This is an optimization exercise on Yosys and OpenROAD, whose aim is small area and a short achievable clock period, not a production implementation. Where RTL was checked, it was by simulation tests only, not by an equivalence proof against the original. Function not checked in run 2: the RTL went through the layout flow alone.

## flow/design.v (module list and top-level ports; edited modules follow where they fit)
// module IDP_encoder_42: 1475 lines
module IDP_encoder_42(
  input wire [28:0] datain,
  input wire clock,
  output reg [41:0] codeout
);
  // ...
==> flow/flow/run.sh <==
#!/bin/bash
set -euo pipefail
W=$(pwd)
rm -rf "$W/scripts_mod"
cp -r "$FLOW_HOME/scripts" "$W/scripts_mod"
cp "$W/flow/abc_area.script" "$W/scripts_mod/abc_area.script"
EXTRA=()
if [[ -f "$W/flow/make_args" ]]; then mapfile -t EXTRA < "$W/flow/make_args"; fi
bash "$W/standard.sh" SCRIPTS_DIR="$W/scripts_mod" "${EXTRA[@]}" finish > "$W/orfs_make.log" 2>&1 || { tail -50 "$W/orfs_make.log"; exit 1; }
tail -5 "$W/orfs_make.log"
==> flow/flow/abc_area.script <==
strash
dc2
dch -f
map -D 24000
strash
dch -f
map -D 24000
topo
buffer -c
upsize -c -D 24000
dnsize -c -D 24000
==> flow/flow/make_args <==
BUFFER_PORTS_ARGS=-buffer_cell sky130_fd_sc_hd__buf_1
==> flow/standard.sh <==
#!/bin/bash
# synth_recipe.tcl (not shown) runs the flow's synth.tcl, then flattens the netlist and writes it again
# the make line also repeats each setting of config.mk as NAME=value (left out here)
make -C /OpenROAD-flow-scripts/flow DESIGN_CONFIG=/design/flow/config.mk WORK_HOME=/design/flow/orfs CLKGATE_MAP_FILE= SYNTH_SCRIPT=/design/flow/synth_recipe.tcl "${@:-finish}"
==> flow/config.mk <==
export PLATFORM = sky130hd
export DESIGN_NAME = IDP_encoder_42
export DESIGN_NICKNAME = IDP_encoder_42
export VERILOG_FILES = /design/flow/design.v
export SDC_FILE = /design/flow/constraint.sdc
export NUM_CORES = 4
export LEC_CHECK = 0
export ABC_AREA = 1
export CAP_MARGIN = 20
export CORE_MARGIN = 2
export CORE_UTILIZATION = 45
export CTS_BUF_LIST = sky130_fd_sc_hd__clkbuf_8
export CTS_CLUSTER_DIAMETER = 150
export CTS_CLUSTER_SIZE = 40
export PLACE_DENSITY = 0.75
export SLEW_MARGIN = 20
==> flow/constraint.sdc <==
create_clock -name core_clock -period 70.0 [get_ports {clock}]
set_input_delay 14.0000 -clock core_clock [delete_from_list [all_inputs] [get_ports {clock}]]
set_output_delay 14.0000 -clock core_clock [all_outputs]
set_load 0.01 [all_outputs]
==> flow_summary.ini, run 1 <==
[final_layout]
seqCellArea_sq_um = 840.8
nMultiInputCombCells = 1435
n_all_buffers = 74
final_cell_mix = 359 x nand2_1, 333 x inv_1, 324 x nor2_1
fin_util_pct = 48.84
layout-drive-gt1-share_pct = 2.465
finalNetCount = 1948
nClkBuffers = 5
largest_reg_flops = 42

[route]
wl_met2_microns = 14160

[worst_hold_path]
worstHoldEndpoint = codeout[40]
hold_class = in -> reg

[clock_network]
ctsHoldBuffers = 0

[critical_path]
crit_type = in -> reg
slowest_stage = nor2_1
crit_fanout = 12
cp.arrival_ps = 44720
endpoint_kind = flip-flop

[synth]
synthMuxAreaShare_pct = 0
yosys.area_share.adder_pct = 1.525
ys_types = 56
yosys_register_bits = 42
synth_top_area_share_pct = 14.23
synth_area_leaders = xor2_1 14%, nand2_1 14%, inv_1 13%, nor2_1 12%, dfxtp_1 8.5%

[outcome]
status = finished clean

[sta]
layout_min_cycle_time_ps = 44460
drv_slew = 0
fin_crit_sh_pct = 63.52
setup_violations = 0

[placement]
placed_cell_area_sq_um = 10450
dp_hpwl_microns = 24600
gp_congestion = 0.9732

[global_routing]
grt_pass1_vias = 11340
grt.overflow.total = 0

[floorplan]
rows = 54
==> run 2: changes to the inputs <==
--- a/flow/design.v
+++ b/flow/design.v
@@ -1,12 +1,12 @@
 module IDP_encoder_42(
   input wire [28:0] datain,
   input wire clock,
-  output reg [41:0] codeout
+  output wire [41:0] codeout
 );
   wire t_a63245986_b1 = ~datain[1];
   wire t_a63245986_b2 = (~datain[2] & t_a63245986_b1);
   wire t_a63245986_b3 = (~datain[3] & t_a63245986_b2);
   wire t_a63245986_b4 = (~datain[4] & t_a63245986_b3);
   wire t_a63245986_b5 = (~datain[5] | t_a63245986_b4);
   wire t_a63245986_b6 = (~datain[6] & t_a63245986_b5);
   wire t_a63245986_b7 = (~datain[7] | t_a63245986_b6);
@@ -981,119 +981,125 @@
   wire w25__v976 = w28__v856 ^ ((w25__s960 & ~w25__a46368_b872) | (w25__s961 & ~w25__a121393_b891) | (w25__s962 & ~w25__a196418_b909) | (w25__s963 & ~w25__a242786_b927));
   wire w25__v977 = w28__v857 ^ ((w25__s960 & ~w25__a46368_b873) | (w25__s961 & w25__a121393_b892) | (w25__s962 & ~w25__a196418_b910) | (w25__s963 & ~w25__a242786_b928));
   wire w25__v978 = w28__v858 ^ ((w25__s960 & w25__a46368_b874) | (w25__s961 & ~w25__a121393_b893) | (w25__s962 & ~w25__a196418_b911) | (w25__s963 & w25__a242786_b929));
   wire w25__v979 = w28__v859 ^ ((w25__s960 & ~w25__a46368_b875) | (w25__s961 & ~w25__a121393_b894) | (w25__s962 & ~w25__a196418_b912) | (w25__s963 & ~w25__a242786_b930));
   wire w25__v980 = w28__v860 ^ ((w25__s960 & w25__a46368_b876) | (w25__s961 & ~w25__a121393_b895) | (w25__s962 & w25__a196418_b913) | (w25__s963 & ~w25__a242786_b931));
   wire w25__c981 = w25__r955 | w25__r956 | w25__r958;
   wire w25__c982 = w25__r956 | w25__r957 | w25__r958;
   wire w25__c983 = w25__r957 | w25__r958 | w25__r959;
-  wire w22__a10946_b984 = ~w25__v965;
-  wire w22__a10946_b985 = (~w25__v966 & w22__a10946_b984);
-  wire w22__a10946_b986 = (~w25__v967 & w22__a10946_b985);
-  wire w22__a10946_b987 = (~w25__v968 & w22__a10946_b986);
-  wire w22__a10946_b988 = (~w25__v969 & w22__a10946_b987);
-  wire w22__a10946_b989 = (~w25__v970 | w22__a10946_b988);
-  wire w22__a10946_b990 = (~w25__v971 | w22__a10946_b989);
-  wire w22__a10946_b991 = (~w25__v972 & w22__a10946_b990);
-  wire w22__a10946_b992 = (~w25__v973 | w22__a10946_b991);
-  wire w22__a10946_b993 = (~w25__v974 & w22__a10946_b992);
-  wire w22__a10946_b994 = (~w25__v975 | w22__a10946_b993);
-  wire w22__a10946_b995 = (~w25__v976 & w22__a10946_b994);
-  wire w22__a10946_b996 = (~w25__v977 | w22__a10946_b995);
-  wire w22__a10946_b997 = (~w25__v978 & w22__a10946_b996);
-  wire w22__a10946_b998 = (~w25__v979 & w22__a10946_b997);
-  wire w22__a10946_b999 = (~w25__v980 & w22__a10946_b998);
-  wire w22__a28657_b1000 = ~w25__v964;
-  wire w22__a28657_b1001 = (~w25__v965 & w22__a28657_b1000);
-  wire w22__a28657_b1002 = (~w25__v966 & w22__a28657_b1001);
-  wire w22__a28657_b1003 = (~w25__v967 & w22__a28657_b1002);
-  wire w22__a28657_b1004 = (~w25__v968 | w22__a28657_b1003);
-  wire w22__a28657_b1005 = (~w25__v969 | w22__a28657_b1004);
-  wire w22__a28657_b1006 = (~w25__v970 | w22__a28657_b1005);
-  wire w22__a28657_b1007 = (~w25__v971 | w22__a28657_b1006);
-  wire w22__a28657_b1008 = (~w25__v972 | w22__a28657_b1007);
-  wire w22__a28657_b1009 = (~w25__v973 | w22__a28657_b1008);
-  wire w22__a28657_b1010 = (~w25__v974 | w22__a28657_b1009);
-  wire w22__a28657_b1011 = (~w25__v975 | w22__a28657_b1010);
-  wire w22__a28657_b1012 = (~w25__v976 & w22__a28657_b1011);
-  wire w22__a28657_b1013 = (~w25__v977 | w22__a28657_b1012);
-  wire w22__a28657_b1014 = (~w25__v978 | w22__a28657_b1013);
-  wire w22__a28657_b1015 = (~w25__v979 & w22__a28657_b1014);
-  wire w22__a28657_b1016 = (~w25__v980 & w22__a28657_b1015);
-  wire w22__a46368_b1017 = ~w25__v969;
-  wire w22__a46368_b1018 = (~w25__v970 & w22__a46368_b1017);
-  wire w22__a46368_b1019 = (~w25__v971 & w22__a46368_b1018);
-  wire w22__a46368_b1020 = (~w25__v972 | w22__a46368_b1019);
-  wire w22__a46368_b1021 = (~w25__v973 & w22__a46368_b1020);
-  wire w22__a46368_b1022 = (~w25__v974 | w22__a46368_b1021);
-  wire w22__a46368_b1023 = (~w25__v975 & w22__a46368_b1022);
-  wire w22__a46368_b1024 = (~w25__v976 | w22__a46368_b1023);
-  wire w22__a46368_b1025 = (~w25__v977 | w22__a46368_b1024);
-  wire w22__a46368_b1026 = (~w25__v978 & w22__a46368_b1025);
-  wire w22__a46368_b1027 = (~w25__v979 | w22__a46368_b1026);
-  wire w22__a46368_b1028 = (~w25__v980 & w22__a46368_b1027);
-  wire w22__a57314_b1029 = ~w25__v965;
-  wire w22__a57314_b1030 = (~w25__v966 & w22__a57314_b1029);
-  wire w22__a57314_b1031 = (~w25__v967 & w22__a57314_b1030);
-  wire w22__a57314_b1032 = (~w25__v968 & w22__a57314_b1031);
-  wire w22__a57314_b1033 = (~w25__v969 | w22__a57314_b1032);
-  wire w22__a57314_b1034 = (~w25__v970 | w22__a57314_b1033);
-  wire w22__a57314_b1035 = (~w25__v971 | w22__a57314_b1034);
-  wire w22__a57314_b1036 = (~w25__v972 | w22__a57314_b1035);
-  wire w22__a57314_b1037 = (~w25__v973 | w22__a57314_b1036);
-  wire w22__a57314_b1038 = (~w25__v974 | w22__a57314_b1037);
-  wire w22__a57314_b1039 = (~w25__v975 | w22__a57314_b1038);
-  wire w22__a57314_b1040 = (~w25__v976 | w22__a57314_b1039);
-  wire w22__a57314_b1041 = (~w25__v977 & w22__a57314_b1040);
-  wire w22__a57314_b1042 = (~w25__v978 | w22__a57314_b1041);
-  wire w22__a57314_b1043 = (~w25__v979 | w22__a57314_b1042);
-  wire w22__a57314_b1044 = (~w25__v980 & w22__a57314_b1043);
-  wire w22__t17711_b1045 = ~w25__v964;
-  wire w22__t17711_b1046 = (~w25__v965 | w22__t17711_b1045);
-  wire w22__t17711_b1047 = (~w25__v966 | w22__t17711_b1046);
-  wire w22__t17711_b1048 = (~w25__v967 | w22__t17711_b1047);
-  wire w22__t17711_b1049 = (~w25__v968 & w22__t17711_b1048);
-  wire w22__t17711_b1050 = (~w25__v969 | w22__t17711_b1049);
-  wire w22__t17711_b1051 = (~w25__v970 & w22__t17711_b1050);
-  wire w22__t17711_b1052 = (~w25__v971 & w22__t17711_b1051);
-  wire w22__t17711_b1053 = (~w25__v972 | w22__t17711_b1052);
-  wire w22__t17711_b1054 = (~w25__v973 & w22__t17711_b1053);
-  wire w22__t17711_b1055 = (~w25__v974 | w22__t17711_b1054);
-  wire w22__t17711_b1056 = (~w25__v975 & w22__t17711_b1055);
-  wire w22__t17711_b1057 = (~w25__v976 & w22__t17711_b1056);
-  wire w22__t17711_b1058 = (~w25__v977 & w22__t17711_b1057);
-  wire w22__t17711_b1059 = (~w25__v978 | w22__t17711_b1058);
-  wire w22__t17711_b1060 = (~w25__v979 & w22__t17711_b1059);
-  wire w22__t17711_b1061 = (~w25__v980 & w22__t17711_b1060);
+  reg [16:0] cut_v;
+  reg [18:0] cut_c;
+  always @(posedge clock) begin
+    cut_v <= {w25__v980, w25__v979, w25__v978, w25__v977, w25__v976, w25__v975, w25__v974, w25__v973, w25__v972, w25__v971, w25__v970, w25__v969, w25__v968, w25__v967, w25__v966, w25__v965, w25__v964};
+    cut_c <= {t_c267, t_c266, t_c265, t_c264, w37__c434, w37__c433, w37__c432, w34__c589, w34__c588, w34__c587, w31__c733, w31__c732, w31__c731, w28__c865, w28__c864, w28__c863, w25__c983, w25__c982, w25__c981};
+  end
+  wire w22__a10946_b984 = ~cut_v[1];
+  wire w22__a10946_b985 = (~cut_v[2] & w22__a10946_b984);
+  wire w22__a10946_b986 = (~cut_v[3] & w22__a10946_b985);
+  wire w22__a10946_b987 = (~cut_v[4] & w22__a10946_b986);
+  wire w22__a10946_b988 = (~cut_v[5] & w22__a10946_b987);
+  wire w22__a10946_b989 = (~cut_v[6] | w22__a10946_b988);
+  wire w22__a10946_b990 = (~cut_v[7] | w22__a10946_b989);
+  wire w22__a10946_b991 = (~cut_v[8] & w22__a10946_b990);
+  wire w22__a10946_b992 = (~cut_v[9] | w22__a10946_b991);
+  wire w22__a10946_b993 = (~cut_v[10] & w22__a10946_b992);
+  wire w22__a10946_b994 = (~cut_v[11] | w22__a10946_b993);
+  wire w22__a10946_b995 = (~cut_v[12] & w22__a10946_b994);
+  wire w22__a10946_b996 = (~cut_v[13] | w22__a10946_b995);
+  wire w22__a10946_b997 = (~cut_v[14] & w22__a10946_b996);
+  wire w22__a10946_b998 = (~cut_v[15] & w22__a10946_b997);
+  wire w22__a10946_b999 = (~cut_v[16] & w22__a10946_b998);
+  wire w22__a28657_b1000 = ~cut_v[0];
+  wire w22__a28657_b1001 = (~cut_v[1] & w22__a28657_b1000);
+  wire w22__a28657_b1002 = (~cut_v[2] & w22__a28657_b1001);
+  wire w22__a28657_b1003 = (~cut_v[3] & w22__a28657_b1002);
+  wire w22__a28657_b1004 = (~cut_v[4] | w22__a28657_b1003);
+  wire w22__a28657_b1005 = (~cut_v[5] | w22__a28657_b1004);
+  wire w22__a28657_b1006 = (~cut_v[6] | w22__a28657_b1005);
+  wire w22__a28657_b1007 = (~cut_v[7] | w22__a28657_b1006);
+  wire w22__a28657_b1008 = (~cut_v[8] | w22__a28657_b1007);
+  wire w22__a28657_b1009 = (~cut_v[9] | w22__a28657_b1008);
+  wire w22__a28657_b1010 = (~cut_v[10] | w22__a28657_b1009);
+  wire w22__a28657_b1011 = (~cut_v[11] | w22__a28657_b1010);
+  wire w22__a28657_b1012 = (~cut_v[12] & w22__a28657_b1011);
+  wire w22__a28657_b1013 = (~cut_v[13] | w22__a28657_b1012);
+  wire w22__a28657_b1014 = (~cut_v[14] | w22__a28657_b1013);
+  wire w22__a28657_b1015 = (~cut_v[15] & w22__a28657_b1014);
+  wire w22__a28657_b1016 = (~cut_v[16] & w22__a28657_b1015);
+  wire w22__a46368_b1017 = ~cut_v[5];
+  wire w22__a46368_b1018 = (~cut_v[6] & w22__a46368_b1017);
+  wire w22__a46368_b1019 = (~cut_v[7] & w22__a46368_b1018);
+  wire w22__a46368_b1020 = (~cut_v[8] | w22__a46368_b1019);
+  wire w22__a46368_b1021 = (~cut_v[9] & w22__a46368_b1020);
+  wire w22__a46368_b1022 = (~cut_v[10] | w22__a46368_b1021);
+  wire w22__a46368_b1023 = (~cut_v[11] & w22__a46368_b1022);
+  wire w22__a46368_b1024 = (~cut_v[12] | w22__a46368_b1023);
+  wire w22__a46368_b1025 = (~cut_v[13] | w22__a46368_b1024);
+  wire w22__a46368_b1026 = (~cut_v[14] & w22__a46368_b1025);
+  wire w22__a46368_b1027 = (~cut_v[15] | w22__a46368_b1026);
+  wire w22__a46368_b1028 = (~cut_v[16] & w22__a46368_b1027);
+  wire w22__a57314_b1029 = ~cut_v[1];
+  wire w22__a57314_b1030 = (~cut_v[2] & w22__a57314_b1029);
+  wire w22__a57314_b1031 = (~cut_v[3] & w22__a57314_b1030);
+  wire w22__a57314_b1032 = (~cut_v[4] & w22__a57314_b1031);
+  wire w22__a57314_b1033 = (~cut_v[5] | w22__a57314_b1032);
+  wire w22__a57314_b1034 = (~cut_v[6] | w22__a57314_b1033);
+  wire w22__a57314_b1035 = (~cut_v[7] | w22__a57314_b1034);
+  wire w22__a57314_b1036 = (~cut_v[8] | w22__a57314_b1035);
+  wire w22__a57314_b1037 = (~cut_v[9] | w22__a57314_b1036);
+  wire w22__a57314_b1038 = (~cut_v[10] | w22__a57314_b1037);
+  wire w22__a57314_b1039 = (~cut_v[11] | w22__a57314_b1038);
+  wire w22__a57314_b1040 = (~cut_v[12] | w22__a57314_b1039);
+  wire w22__a57314_b1041 = (~cut_v[13] & w22__a57314_b1040);
+  wire w22__a57314_b1042 = (~cut_v[14] | w22__a57314_b1041);
+  wire w22__a57314_b1043 = (~cut_v[15] | w22__a57314_b1042);
+  wire w22__a57314_b1044 = (~cut_v[16] & w22__a57314_b1043);
+  wire w22__t17711_b1045 = ~cut_v[0];
+  wire w22__t17711_b1046 = (~cut_v[1] | w22__t17711_b1045);
+  wire w22__t17711_b1047 = (~cut_v[2] | w22__t17711_b1046);
+  wire w22__t17711_b1048 = (~cut_v[3] | w22__t17711_b1047);
+  wire w22__t17711_b1049 = (~cut_v[4] & w22__t17711_b1048);
+  wire w22__t17711_b1050 = (~cut_v[5] | w22__t17711_b1049);
+  wire w22__t17711_b1051 = (~cut_v[6] & w22__t17711_b1050);
+  wire w22__t17711_b1052 = (~cut_v[7] & w22__t17711_b1051);
+  wire w22__t17711_b1053 = (~cut_v[8] | w22__t17711_b1052);
+  wire w22__t17711_b1054 = (~cut_v[9] & w22__t17711_b1053);
+  wire w22__t17711_b1055 = (~cut_v[10] | w22__t17711_b1054);
+  wire w22__t17711_b1056 = (~cut_v[11] & w22__t17711_b1055);
+  wire w22__t17711_b1057 = (~cut_v[12] & w22__t17711_b1056);
+  wire w22__t17711_b1058 = (~cut_v[13] & w22__t17711_b1057);
+  wire w22__t17711_b1059 = (~cut_v[14] | w22__t17711_b1058);
+  wire w22__t17711_b1060 = (~cut_v[15] & w22__t17711_b1059);
+  wire w22__t17711_b1061 = (~cut_v[16] & w22__t17711_b1060);
   wire w22__r1062 = w22__t17711_b1061;
   wire w22__r1063 = ~w22__t17711_b1061 & w22__a28657_b1016;
-  wire w22__r1064 = ~w25__c981 & ~w22__a28657_b1016 & w22__a46368_b1028;
+  wire w22__r1064 = ~cut_c[0] & ~w22__a28657_b1016 & w22__a46368_b1028;
   wire w22__r1065 = ~w22__a46368_b1028 & w22__a57314_b1044;
   wire w22__r1066 = ~w22__a57314_b1044;
-  wire w22__r1067 = w25__c981 & ~w22__a28657_b1016 & w22__a46368_b1028;
+  wire w22__r1067 = cut_c[0] & ~w22__a28657_b1016 & w22__a46368_b1028;
   wire w22__s1068 = w22__r1063;
   wire w22__s1069 = w22__r1064 | w22__r1067;
   wire w22__s1070 = w22__r1065;
   wire w22__s1071 = w22__r1066;
-  wire w22__v1072 = w25__v964 ^ (w22__s1069);
-  wire w22__v1073 = w25__v965 ^ (w22__s1068 | (w22__s1069 & w22__a28657_b1000) | w22__s1071);
-  wire w22__v1074 = w25__v966 ^ ((w22__s1068 & w22__a10946_b984) | (w22__s1069 & w22__a28657_b1001) | (w22__s1071 & w22__a57314_b1029));
-  wire w22__v1075 = w25__v967 ^ ((w22__s1068 & w22__a10946_b985) | (w22__s1069 & w22__a28657_b1002) | (w22__s1071 & w22__a57314_b1030));
-  wire w22__v1076 = w25__v968 ^ ((w22__s1068 & w22__a10946_b986) | (w22__s1069 & ~w22__a28657_b1003) | (w22__s1071 & w22__a57314_b1031));
-  wire w22__v1077 = w25__v969 ^ ((w22__s1068 & w22__a10946_b987) | (w22__s1069 & ~w22__a28657_b1004) | w22__s1070 | (w22__s1071 & ~w22__a57314_b1032));
-  wire w22__v1078 = w25__v970 ^ ((w22__s1068 & ~w22__a10946_b988) | (w22__s1069 & ~w22__a28657_b1005) | (w22__s1070 & w22__a46368_b1017) | (w22__s1071 & ~w22__a57314_b1033));
-  wire w22__v1079 = w25__v971 ^ ((w22__s1068 & ~w22__a10946_b989) | (w22__s1069 & ~w22__a28657_b1006) | (w22__s1070 & w22__a46368_b1018) | (w22__s1071 & ~w22__a57314_b1034));
-  wire w22__v1080 = w25__v972 ^ ((w22__s1068 & w22__a10946_b990) | (w22__s1069 & ~w22__a28657_b1007) | (w22__s1070 & ~w22__a46368_b1019) | (w22__s1071 & ~w22__a57314_b1035));
-  wire w22__v1081 = w25__v973 ^ ((w22__s1068 & ~w22__a10946_b991) | (w22__s1069 & ~w22__a28657_b1008) | (w22__s1070 & w22__a46368_b1020) | (w22__s1071 & ~w22__a57314_b1036));
-  wire w22__v1082 = w25__v974 ^ ((w22__s1068 & w22__a10946_b992) | (w22__s1069 & ~w22__a28657_b1009) | (w22__s1070 & ~w22__a46368_b1021) | (w22__s1071 & ~w22__a57314_b1037));
-  wire w22__v1083 = w25__v975 ^ ((w22__s1068 & ~w22__a10946_b993) | (w22__s1069 & ~w22__a28657_b1010) | (w22__s1070 & w22__a46368_b1022) | (w22__s1071 & ~w22__a57314_b1038));
-  wire w22__v1084 = w25__v976 ^ ((w22__s1068 & w22__a10946_b994) | (w22__s1069 & w22__a28657_b1011) | (w22__s1070 & ~w22__a46368_b1023) | (w22__s1071 & ~w22__a57314_b1039));
-  wire w22__v1085 = w25__v977 ^ ((w22__s1068 & ~w22__a10946_b995) | (w22__s1069 & ~w22__a28657_b1012) | (w22__s1070 & ~w22__a46368_b1024) | (w22__s1071 & w22__a57314_b1040));
-  wire w22__v1086 = w25__v978 ^ ((w22__s1068 & w22__a10946_b996) | (w22__s1069 & ~w22__a28657_b1013) | (w22__s1070 & w22__a46368_b1025) | (w22__s1071 & ~w22__a57314_b1041));
+  wire w22__v1072 = cut_v[0] ^ (w22__s1069);
+  wire w22__v1073 = cut_v[1] ^ (w22__s1068 | (w22__s1069 & w22__a28657_b1000) | w22__s1071);
+  wire w22__v1074 = cut_v[2] ^ ((w22__s1068 & w22__a10946_b984) | (w22__s1069 & w22__a28657_b1001) | (w22__s1071 & w22__a57314_b1029));
+  wire w22__v1075 = cut_v[3] ^ ((w22__s1068 & w22__a10946_b985) | (w22__s1069 & w22__a28657_b1002) | (w22__s1071 & w22__a57314_b1030));
+  wire w22__v1076 = cut_v[4] ^ ((w22__s1068 & w22__a10946_b986) | (w22__s1069 & ~w22__a28657_b1003) | (w22__s1071 & w22__a57314_b1031));
+  wire w22__v1077 = cut_v[5] ^ ((w22__s1068 & w22__a10946_b987) | (w22__s1069 & ~w22__a28657_b1004) | w22__s1070 | (w22__s1071 & ~w22__a57314_b1032));
+  wire w22__v1078 = cut_v[6] ^ ((w22__s1068 & ~w22__a10946_b988) | (w22__s1069 & ~w22__a28657_b1005) | (w22__s1070 & w22__a46368_b1017) | (w22__s1071 & ~w22__a57314_b1033));
+  wire w22__v1079 = cut_v[7] ^ ((w22__s1068 & ~w22__a10946_b989) | (w22__s1069 & ~w22__a28657_b1006) | (w22__s1070 & w22__a46368_b1018) | (w22__s1071 & ~w22__a57314_b1034));
+  wire w22__v1080 = cut_v[8] ^ ((w22__s1068 & w22__a10946_b990) | (w22__s1069 & ~w22__a28657_b1007) | (w22__s1070 & ~w22__a46368_b1019) | (w22__s1071 & ~w22__a57314_b1035));
+  wire w22__v1081 = cut_v[9] ^ ((w22__s1068 & ~w22__a10946_b991) | (w22__s1069 & ~w22__a28657_b1008) | (w22__s1070 & w22__a46368_b1020) | (w22__s1071 & ~w22__a57314_b1036));
+  wire w22__v1082 = cut_v[10] ^ ((w22__s1068 & w22__a10946_b992) | (w22__s1069 & ~w22__a28657_b1009) | (w22__s1070 & ~w22__a46368_b1021) | (w22__s1071 & ~w22__a57314_b1037));
+  wire w22__v1083 = cut_v[11] ^ ((w22__s1068 & ~w22__a10946_b993) | (w22__s1069 & ~w22__a28657_b1010) | (w22__s1070 & w22__a46368_b1022) | (w22__s1071 & ~w22__a57314_b1038));
+  wire w22__v1084 = cut_v[12] ^ ((w22__s1068 & w22__a10946_b994) | (w22__s1069 & w22__a28657_b1011) | (w22__s1070 & ~w22__a46368_b1023) | (w22__s1071 & ~w22__a57314_b1039));
+  wire w22__v1085 = cut_v[13] ^ ((w22__s1068 & ~w22__a10946_b995) | (w22__s1069 & ~w22__a28657_b1012) | (w22__s1070 & ~w22__a46368_b1024) | (w22__s1071 & w22__a57314_b1040));
+  wire w22__v1086 = cut_v[14] ^ ((w22__s1068 & w22__a10946_b996) | (w22__s1069 & ~w22__a28657_b1013) | (w22__s1070 & w22__a46368_b1025) | (w22__s1071 & ~w22__a57314_b1041));
   wire w22__c1087 = w22__r1063 | w22__r1064 | w22__r1066;
   wire w22__c1088 = w22__r1064 | w22__r1065 | w22__r1066;
   wire w22__c1089 = w22__r1065 | w22__r1066 | w22__r1067;
   wire w19__a2584_b1090 = ~w22__v1075;
   wire w19__a2584_b1091 = (~w22__v1076 | w19__a2584_b1090);
   wire w19__a2584_b1092 = (~w22__v1077 & w19__a2584_b1091);
   wire w19__a2584_b1093 = (~w22__v1078 & w19__a2584_b1092);
   wire w19__a2584_b1094 = (~w22__v1079 & w19__a2584_b1093);
@@ -1466,10 +1472,10 @@
   wire w1__t2_b1461 = ~w4__v1455;
   wire w1__r1462 = ~w4__c1456 & w1__t2_b1461;
   wire w1__r1463 = ~w4__c1456 & ~w1__t2_b1461;
   wire w1__r1464 = w4__c1456 & w1__a1_b1460;
   wire w1__r1465 = w4__c1456 & ~w1__a1_b1460;
   wire w1__s1466 = w1__r1463 | w1__r1465;
   wire w1__v1467 = w4__v1454 ^ (w1__s1466);
   wire w1__c1468 = w1__r1463 | w1__r1465;
-  always @(posedge clock) codeout <= {t_c267, t_c266, t_c265, t_c264, w37__c434, w37__c433, w37__c432, w34__c589, w34__c588, w34__c587, w31__c733, w31__c732, w31__c731, w28__c865, w28__c864, w28__c863, w25__c983, w25__c982, w25__c981, w22__c1089, w22__c1088, w22__c1087, w19__c1185, w19__c1184, w19__c1183, w16__c1268, w16__c1267, w16__c1266, w13__c1333, w13__c1332, w13__c1331, w10__c1386, w10__c1385, w10__c1384, w7__c1428, w7__c1427, w7__c1426, w4__c1458, w4__c1457, w4__c1456, w1__c1468, w1__v1467};
+  assign codeout = {cut_c[18], cut_c[17], cut_c[16], cut_c[15], cut_c[14], cut_c[13], cut_c[12], cut_c[11], cut_c[10], cut_c[9], cut_c[8], cut_c[7], cut_c[6], cut_c[5], cut_c[4], cut_c[3], cut_c[2], cut_c[1], cut_c[0], w22__c1089, w22__c1088, w22__c1087, w19__c1185, w19__c1184, w19__c1183, w16__c1268, w16__c1267, w16__c1266, w13__c1333, w13__c1332, w13__c1331, w10__c1386, w10__c1385, w10__c1384, w7__c1428, w7__c1427, w7__c1426, w4__c1458, w4__c1457, w4__c1456, w1__c1468, w1__v1467};
 endmodule
==> flow/flow/abc_area.script (replaced) <==
strash
dc2
dch -f
map -D 12000
strash
dch -f
map -D 12000
topo
buffer -c
upsize -c -D 12000
dnsize -c -D 12000
==> flow_summary.ini, run 2 <==
[final_layout]
syn_to_final_growth_pct = 4.625
fin_util_pct = 48.00
finalNetCount = 1905
final_cell_mix = 359 x nand2_1, 264 x nor2_1, 262 x inv_1
top_register = cut_c
final_common_cell = nand2_1
largest_reg_flops = 19
reg_top3 = cut_c (19), cut_v (17)
layout-drive-gt1-share_pct = 9.979
n_fill_cell = 2370

[global_routing]
grt_pass1_vias = 10930
grt_max_degree = 15
grt.overflow.total = 0
grt_pass1_wl_microns = 51140
antenna_found_initial = 1
grtUsageTotal_pct = 24.97

[route]
vias = 12290
via_per_inst = 5.714
dr.pass1.iters = 6
wirelength_microns = 31600
route.detailed.drc = 0
drtIter0Drc = 1274
wl_per_cell_microns = 14.70
antenna_left = 0

[sta]
layout_min_cycle_time_ps = 29870
max_slew_margin_pct = 50.24
tns_ps = 0
fin_crit_sh_pct = 42.67
hold_violations = 0
drv_slew = 0
tightest_slew_ps = 727.6
setup_violations = 0
fmax_mhz = 33.48
rsz0062_at_grt = false

[floorplan]
die_x_microns = 155.9
rows = 55
fp.coreArea_sq_um = 22640
pin_count = 72
die_area_sq_um = 24310
die_y_microns = 155.9
initial_utilization_pct = 45.88

[synth]
synth_top_cell_by_area = nand2_1
yosys_register_bits = 36
netlist_instances = 1817
yosysMostFrequentCell = nand2_1
synth_edf_count = 0
ys_warn_count = 1
ys_types = 79
synth_area_per_cell_sq_um = 5.717
synth_area_sq_um = 10390
syn_nets = 1859
ys.flop_type = dfxtp_1
netlist_top_cells_count = 359 x nand2_1, 264 x nor2_1, 262 x inv_1, 138 x xor2_1, 102 x a21oi_1
synth_top_area_share_pct = 12.97
ys_async_sr_fraction_pct = 0
yosysSeqAreaShare_pct = 6.938
synth_area_leaders = nand2_1 13%, xor2_1 12%, nor2_1 9.5%, inv_1 9.5%, dfxtp_1 6.9%

[clock_network]
clockBufferDepth = 2
clkSinkCount = 36
clockRootBuffer = clkbuf_8
htreeDepth = 2
cts_resized = 0
ctsHoldBuffers = 0
post-cts-setup-buffers = 0
cts_buffers = 5
clk_pin_slew_worst_paths_ps = 70
cts_tree = yes

[placement]
io_buffers = 71
gp_congestion = 1.004
dp_hpwl_microns = 26110

[critical_path]
crit_fanout = 14
crit_path_start_kind = primary input
crit_type = in -> reg
cp_common_cell = nand2_1
slowest_stage = nor2_2
cpPeakStageDelay_ps = 530
endpoint_kind = flip-flop
cp_data_required_time_ps = 70200
cp.arrival_ps = 30070

[worst_hold_path]
worstHoldPathCells = 5
hp-start = datain[28]
hold_class = in -> reg
worstHoldEndpoint = cut_c[16]

[outcome]
status = finished clean

[run]
maxCapViolations = 0
run 2: changes by cell type after synthesis, moves of 10 or more:
cell	delta
a21oi_1	-10
buf_4	+26
inv_1	-71
inv_2	+35
nand2_2	+14
nand3_1	+11
nor2_1	-60
nor2_2	+10
nor3_1	-11
o21ai_0	-13
xor2_1	-22
xor2_2	+10
run 2: worst max-delay path by stage:
| stage | depth (start not counted) | slack [ps] | from | to |
|---|---|---|---|---|
| finish | 115 | 40130 | datain[3] | cut_v[15] |
| CTS | 115 | 40430 | datain[3] | cut_v[15] |
| floorplan | 115 | 43410 | datain[3] | cut_v[15] |
| detailed placement | 115 | 40170 | datain[3] | cut_v[15] |
| global route | 115 | 38320 | datain[3] | cut_v[12] |
| global placement | 114 | 40260 | datain[3] | cut_v[15] |
run 2: worst max-delay path: cells and delay by family:
family          cells  cell delay, ps
simple gates       77           10190
buf+inv            16            1920
compound gates     14            1790
xor+xnor            6            1740
fa+ha+maj           2             440
run 2: cell type report:
class | instances | area (sq um) | area share [%]
clock buffers | 6 | 82.58 | 0.7598
clock inverters | 2 | 10.01 | 0.09210
flip-flops and latches | 36 | 720.7 | 6.631
inverters | 322 | 1227 | 11.29
well taps | 285 | 356.6 | 3.281
repair buffers | 71 | 266.5 | 2.452
multi-input cells | 1427 | 8202 | 75.47
diodes | 1 | 2.502 | 0.02303
run 2: cell families after synthesis:
logic type,after synthesis,share of synthesized area [%]
DFF,36,6.938
xor gates and xnor gates,163,15.01
AOI/OAI and AO/OA,400,25.97
adders and majority gates,12,1.445
and+or+nand+nor,852,36.53
buffers and inverters,354,14.10
run 2: through the flow:
step | setup slack [ps] | std cells | instance area (sq um) | hold WS [ps]
floorplan | 43410 | 1817 | 10390 | 14300
global placement | 40260 | 2141 | 10770 | 14390
detailed placement | 40170 | 2141 | 10770 | 14390
CTS | 40430 | 2149 | 10870 | 14280
global route | 38320 | 2150 | 10870 | 14320
finish | 40130 | 2150 | 10870 | 14290
run 2: metal layers:
| layer | wire (microns) | up-vias | GRT usage, % | share of wire [%] |
|---|---|---|---|---|
| met2 | 14670 | 551 | 42.94 | 46 |
| li1 | - | 6112 | - | - |
| met4 | 905 | 0 | 9.174 | 2.9 |
| met3 | 2462 | 62 | 3.250 | 7.8 |
| met1 | 13560 | 5560 | 31.91 | 43 |
| met5 | 0 | - | 0 | 0 |

## what the ideal ports hide
Ports are ideal in the flow. The routed layouts listed here were re-timed in OpenROAD.
Step 1 assumes that a clkbuf_16 drives the clock port and a buf_2 every other input.
Step 2 adds t to the input delays and takes it off the output delays; t is the mean of the earliest and latest rising clock arrival at the registers after step 1. Input paths then give back, and output paths get back, about the clock's delay inside the block.
Slacks: no drivers / after step 1 / after step 2; pairs: no drivers / after step 1.
run	t, ns	setup slack, ns	worst setup path at the end	worst register clock-pin slew, ns	pins driven straight from the clock port
run 1	0.374	25.538 / 25.563 / 25.188	input to register	0.11 / 0.11	1
run 2	0.337	40.129 / 40.151 / 39.814	input to register	0.09 / 0.09	1
After both steps every run listed still meets setup and hold. For run 1, which loses most, drivers alone change the setup slack by +0.025 ns; drivers and shift together by -0.350 ns.
